Background: an optimization exercise with open tools, aiming at small area and a short achievable clock period. Do not read the settings as production practice. Only simulation tests tie the RTL to the original design; equivalence was not proved.

Design top_module_d11, start of the top module:
module top_module_d11(
    i_clk,
    i_reset,
    i_start,
    i_load,
    i_enc_dec,
    i_pt1,
    i_pt2,
    i_key1,
    i_key2,
    i_r,
    o_ct1,
    o_ct2,
    o_done
);
For scale: roughly 710 I/O pins, about 60000 um2 of cells after synthesis.
clock: 10.0 ns
lec_check: 0
cap_margin: 20
core_margin: 2
core_utilization: 40
cts_cluster_diameter: 60
cts_cluster_size: 20
setup_slack_margin: 5
slew_margin: 20
standard.sh (not shown) runs the stock make flow with config.mk's settings and CLKGATE_MAP_FILE= SYNTH_SCRIPT=/design/flow/synth_recipe.tcl, a recipe that flattens the netlist after the stock synthesis.
==> flow/flow/run.sh <==
#!/bin/bash
set -euo pipefail
export BUFFER_PORTS_ARGS="-buffer_cell sky130_fd_sc_hd__buf_1"
bash standard.sh > standard_flow.log 2>&1
The first run produced a clean layout.
Then changed:
==> flow/flow/run.sh (replaced) <==
#!/bin/bash
set -euo pipefail
export BUFFER_PORTS_ARGS="-buffer_cell sky130_fd_sc_hd__buf_1"
bash standard.sh SETUP_SLACK_MARGIN=6 MATCH_CELL_FOOTPRINT=0 finish > standard_flow.log 2>&1
Settings changed: CTS_CLUSTER_DIAMETER 60 to not set, CTS_CLUSTER_SIZE 20 to not set, SETUP_SLACK_MARGIN 5 to not set.
Cell count came out higher by 4.1%; clock skew came out higher by 0.0051 ns.
Then changed:
==> flow/run.sh (new file) <==
#!/bin/bash
# synth_recipe.tcl (not shown) runs the flow's synth.tcl, then flattens the netlist and writes it again
# the make line also repeats each setting of config.mk as NAME=value (left out here)
make -C /OpenROAD-flow-scripts/flow DESIGN_CONFIG=/design/flow/config.mk WORK_HOME=/design/flow/orfs CLKGATE_MAP_FILE= SYNTH_SCRIPT=/design/flow/synth_recipe.tcl finish
removed: flow/flow/run.sh
removed: flow/standard.sh
Outcome: The new run completed without violations; flip-flop and latch count is unchanged; wire length went down by 1.7%; synthesized cell count is unchanged; clock-buffer cell count went up by 21; die area stays the same.

========
== run A ==
Another version of the RTL of top_module_d11 (not shown whole).
Size: roughly 6100 cells after synthesis, roughly 710 I/O pins.
clock: 10.0 ns
lec_check: 0
cap_margin: 20
core_margin: 2
core_utilization: 65
slew_margin: 20
==> flow/flow/run.sh <==
#!/bin/bash
set -euo pipefail
export BUFFER_PORTS_ARGS="-buffer_cell sky130_fd_sc_hd__buf_1"
bash standard.sh SETUP_SLACK_MARGIN=5.5 finish > standard_flow.log 2>&1
Modified inputs, run B compared to run A
- setting CTS_CLUSTER_SIZE to 25 for the first time
- setting CTS_CLUSTER_DIAMETER to 80 for the first time
- setting TNS_END_PERCENT to 0 for the first time
--- outcome ---
- Run B vs run A — slew at the pin closest to its max-slew limit rose 83 ps.
- Run B reports a lower final area than run A does.
- Delta (run B minus run A): final wirelength fell 5000 µm; period utilization rose 1.7 points.
- The final cell utilization of the core in run B was lower than what run A gave.
- Relative to run A, the H-tree depth of run B is lower by 1.
- Cmp run B vs run A: non-clock buffer count in the final layout lower in run B
- A timing startpoint of the critical path of sreg[13][15] is what run A shows, while sreg[1][3] belongs to run B.
> inputs changed (run B -> run C)
- removing TNS_END_PERCENT (formerly 0)
- removing CTS_CLUSTER_DIAMETER (formerly 80)
- setting CTS_BUF_LIST to sky130_fd_sc_hd__clkbuf_8 for the first time
- removing CTS_CLUSTER_SIZE (formerly 25)
Results
Run C completed end to end with timing, DRC and antenna clean. Run B reached the end of the flow, and the finished layout is clean on the timing, DRC and antenna checks. Routed wire length delta for run C relative to run B: about 3.6% higher. The antenna diode count in run C was higher than what run B gave. In run C, via count is higher than in run B. Against run B, run C comes in 2.4 points higher on clock tree cell share of total cell area. Compared with run B, in run C data-path buffer share of cell area in the final layout went up 1.1 points, final worst hold slack went down 19 ps.
The following lists how run D was set up differently from run C:
- an added CTS_CLUSTER_DIAMETER of 80
- an added PLACE_DENSITY of 0.72
- a deleted CTS_BUF_LIST that had been sky130_fd_sc_hd__clkbuf_8
- an added CTS_CLUSTER_SIZE of 32
### Flow results
[compare] base=run C new=run D: HPWL after detailed placement went down by 2.2%, non-clock buffer count decreased 65, final period utilization moved down, final cell count now smaller.
NOTE clock-buffer cell count run C->run D decreased by more than half
Looking at cell area, run D sits 4.6% lower than run C does.

========
== JK ==
top_module_d11 again, from the RTL that the note above started with.
export LEC_CHECK = 0
export CAP_MARGIN = 20
export CORE_MARGIN = 2
export CORE_UTILIZATION = 65
export SLEW_MARGIN = 20
create_clock -name core_clock -period 10.0 [get_ports {i_clk}]
==> flow/flow/run.sh <==
#!/bin/bash
set -euo pipefail
export BUFFER_PORTS_ARGS="-buffer_cell sky130_fd_sc_hd__buf_1"
bash standard.sh SETUP_SLACK_MARGIN=5.5 MATCH_CELL_FOOTPRINT=0 finish > standard_flow.log 2>&1
JK: full flow OK, the timing, DRC and antenna checks passed
diff inputs: JK => MS
- CTS_CLUSTER_DIAMETER newly set to 80
- CTS_CLUSTER_SIZE newly set to 25
- CORE_UTILIZATION changed from 65 to 75
==> flow/flow/run.sh <==
#!/bin/bash
set -euo pipefail
export BUFFER_PORTS_ARGS="-buffer_cell sky130_fd_sc_hd__buf_1"
bash standard.sh SETUP_SLACK_MARGIN=5.5 finish > standard_flow.log 2>&1
The routed length on met2 reported for MS is smaller than that of JK by 1.6%. Die area delta (MS − JK): favourable. Diff JK..MS | maximum frequency | negligible. Cell area | MS vs JK | MS smaller. The clock period minus final worst setup slack in MS sits 0.0044 ns above the value recorded for JK. Clock skew on MS is up relative to JK. MS leaves less setup margin than JK. Share of the cycle needed by the critical path after routing of MS is on par with JK. Hold slack deteriorates in MS relative to JK.
> inputs changed (MS -> AL)
- CTS_CLUSTER_SIZE now 32, was 25
- CORE_UTILIZATION now 65, was 75
-- flow/flow/run.sh --
<<< MS, line 4
bash standard.sh SETUP_SLACK_MARGIN=5.5 finish > standard_flow.log 2>&1
>>> AL, line 4
bash standard.sh SETUP_SLACK_MARGIN=5.75 finish > standard_flow.log 2>&1
Findings:
Per the final summary, AL finished and its layout is clean on timing, DRC and antenna.
Going from MS to AL, detailed-router iteration count before antenna repair shrinks by 3.
Summary of AL over MS: proportion of cell area occupied by multi-input gates increased by 0.15 points relative to the old numbers; final critical path time including I/O delays and setup now smaller; number of multi-input combinational cells saw little to no change.
Edits applied to the flow inputs when going from AL to TR:
-- flow/flow/run.sh --
<<< AL, line 4
bash standard.sh SETUP_SLACK_MARGIN=5.75 finish > standard_flow.log 2>&1
>>> TR, line 4
bash standard.sh SETUP_SLACK_MARGIN=5.5 finish > standard_flow.log 2>&1
[summary]
TR vs. AL: final clock period utilization by the worst path went up by 1.0 points. Any difference in worst slack on hold paths between TR and AL is small enough to ignore. Global-route usage: TR and AL compared, higher one is AL. When TR is set beside AL, its fraction of layout cells with a size suffix above 1 turns out to be 4.2 points smaller. From AL to TR the numbers moved as follows: shortest clock period the worst path allows after layout went up by 0.10 ns.

========
RTL: one of the versions met above, not the one the previous note started from.
Size: ~6200 cells after synthesis, ~710 I/O pins.
// top_module_d11
module top_module_d11(
    i_clk,
    i_reset,
    i_start,
    i_load,
    i_enc_dec,
    i_pt1,
    i_pt2,
    i_key1,
    i_key2,
    i_r,
    o_ct1,
    o_ct2,
    o_done
);
input  i_start;
input  i_clk;
input  i_reset;
input  i_enc_dec;
input  i_load;
input  [191 : 0] i_r;
input  [63 : 0] i_pt1;
input  [63 : 0] i_pt2;
input  [127 : 0] i_key1;
input  [127 : 0] i_key2;
output wire [63 : 0] o_ct1;
output wire [63 : 0] o_ct2;
output wire o_done;
localparam [63:0] ALPHA = 64'hc0ac29b7c97c50dd;
reg        idle;
reg        halt;
reg        done_reg;
reg  [4:0] cnt;
reg        m_fw;     
reg        m_bw;     
reg        enc_dec_reg;
wire load_now = idle & i_load;
always @(posedge i_clk or posedge i_reset)
begin
    if (i_reset == 1'b1) begin
        idle     <= 1'b1;
        halt     <= 1'b0;
        done_reg <= 1'b0;
        cnt      <= 5'd0;
        m_fw     <= 1'b1;
        m_bw     <= 1'b0;
    end else begin
        done_reg <= 1'b0;
        if (idle) begin
            if (!i_load && i_start) begin
                idle <= 1'b0;
                cnt  <= 5'd1;
                m_fw <= 1'b1;
                m_bw <= 1'b0;
            end
        end else if (halt) begin
            if (!i_start) begin
                halt <= 1'b0;
                idle <= 1'b1;
            end
        end else begin
            cnt  <= cnt + 5'd1;
            m_fw <= (cnt < 5'd11);
            m_bw <= (cnt >= 5'd13);
            if (cnt == 5'd23) begin
                halt     <= 1'b1;
                done_reg <= 1'b1;
            end
        end
    end
end
always @(posedge i_clk)
begin
    if (load_now)
        enc_dec_reg <= i_enc_dec;
end
assign o_done = done_reg;
reg [63:0] rc;
always @(*) begin
    case ({enc_dec_reg, cnt[4:1]})
        5'h01: rc = 64'h13198a2e03707344;
        5'h02: rc = 64'ha4093822299f31d0;
        5'h03: rc = 64'h082efa98ec4e6c89;
        5'h04: rc = 64'h452821e638d01377;
        5'h05: rc = 64'hbe5466cf34e90c6c;
        5'h07: rc = 64'h7ef84f78fd955cb1;
        5'h08: rc = 64'h85840851f1ac43aa;
        5'h09: rc = 64'hc882d32f25323c54;
  ...
==> flow/config.mk <==
export PLATFORM = sky130hd
export DESIGN_NAME = top_module_d11
export DESIGN_NICKNAME = top_module_d11
export VERILOG_FILES = /design/flow/design.v
export SDC_FILE = /design/flow/constraint.sdc
export NUM_CORES = 4
export LEC_CHECK = 0
export CAP_MARGIN = 20
export CORE_MARGIN = 2
export CORE_UTILIZATION = 40
export SLEW_MARGIN = 20
==> flow/constraint.sdc <==
create_clock -name core_clock -period 10.0 [get_ports {i_clk}]
set_input_delay 2.0000 -clock core_clock [delete_from_list [all_inputs] [get_ports {i_clk}]]
set_output_delay 2.0000 -clock core_clock [all_outputs]
set_load 0.01 [all_outputs]
==> flow/flow/run.sh <==
#!/bin/bash
set -euo pipefail
export BUFFER_PORTS_ARGS="-buffer_cell sky130_fd_sc_hd__buf_1"
bash standard.sh > standard_flow.log 2>&1
The baseline finished clean.
==> next run, changes <==
==> flow/run.sh (new file) <==
#!/bin/bash
# synth_recipe.tcl (not shown) runs the flow's synth.tcl, then flattens the netlist and writes it again
# the make line also repeats each setting of config.mk as NAME=value (left out here)
make -C /OpenROAD-flow-scripts/flow DESIGN_CONFIG=/design/flow/config.mk WORK_HOME=/design/flow/orfs CLKGATE_MAP_FILE= SYNTH_SCRIPT=/design/flow/synth_recipe.tcl finish
- SETUP_SLACK_MARGIN: default -> 5
removed: flow/flow/run.sh
removed: flow/standard.sh
After rerunning: The changed run finished with timing, DRC and antenna clean; cell area goes up by 8.4%; cell count goes up by 0.57%; sequential cell count is unchanged; critical path depth is unchanged; count of clock-buffer cells in the layout goes up by 5; global-route usage stays flat; die area stays the same; hold slack gets worse by 0.013 ns.

[separate check: timing with driven ports]
Ports are ideal in the flow. The routed layouts listed here were re-timed in OpenROAD.
Step 1 assumes that a clkbuf_16 drives the clock port and a buf_2 every other input.
Step 2 also shifts input and output timing later by t, the mid clock arrival at the registers, as if the neighbouring blocks saw the same clock.
a / b / c = no drivers / after step 1 / after step 2; a / b = the first two.
| run | shift t [ns] | setup WS [ns] | cell pins on the clock port's net |
|---|---|---|---|
| the first run of note 1 | 0.844 | 4.923 / 4.837 / 4.766 | 1 |
| the second run of note 1 | 0.841 | 5.382 / 5.297 / 5.198 | 1 |
| the third run of note 1 | 0.839 | 4.208 / 4.123 / 4.962 | 1 |
| run A | 0.772 | 5.431 / 5.354 / 5.435 | 1 |
| run B | 0.744 | 5.256 / 5.177 / 5.466 | 1 |
| run C | 0.945 | 5.305 / 5.230 / 5.460 | 1 |
| run D | 0.749 | 5.456 / 5.379 / 4.970 | 1 |
| JK | 0.784 | 5.319 / 5.319 / 5.283 | 1 |
| MS | 0.724 | 5.315 / 5.238 / 5.135 | 1 |
| AL | 0.746 | 5.560 / 5.477 / 5.388 | 1 |
| TR | 0.748 | 5.456 / 5.374 / 5.440 | 1 |
| the first run of note 4 | 0.840 | 4.755 / 4.680 / 4.954 | 1 |
| the second run of note 4 | 0.811 | 4.904 / 4.818 / 4.977 | 1 |
After both steps setup and hold are still met in every run listed. For run D, which loses most, drivers alone change the setup slack by -0.077 ns; drivers and shift together by -0.486 ns.
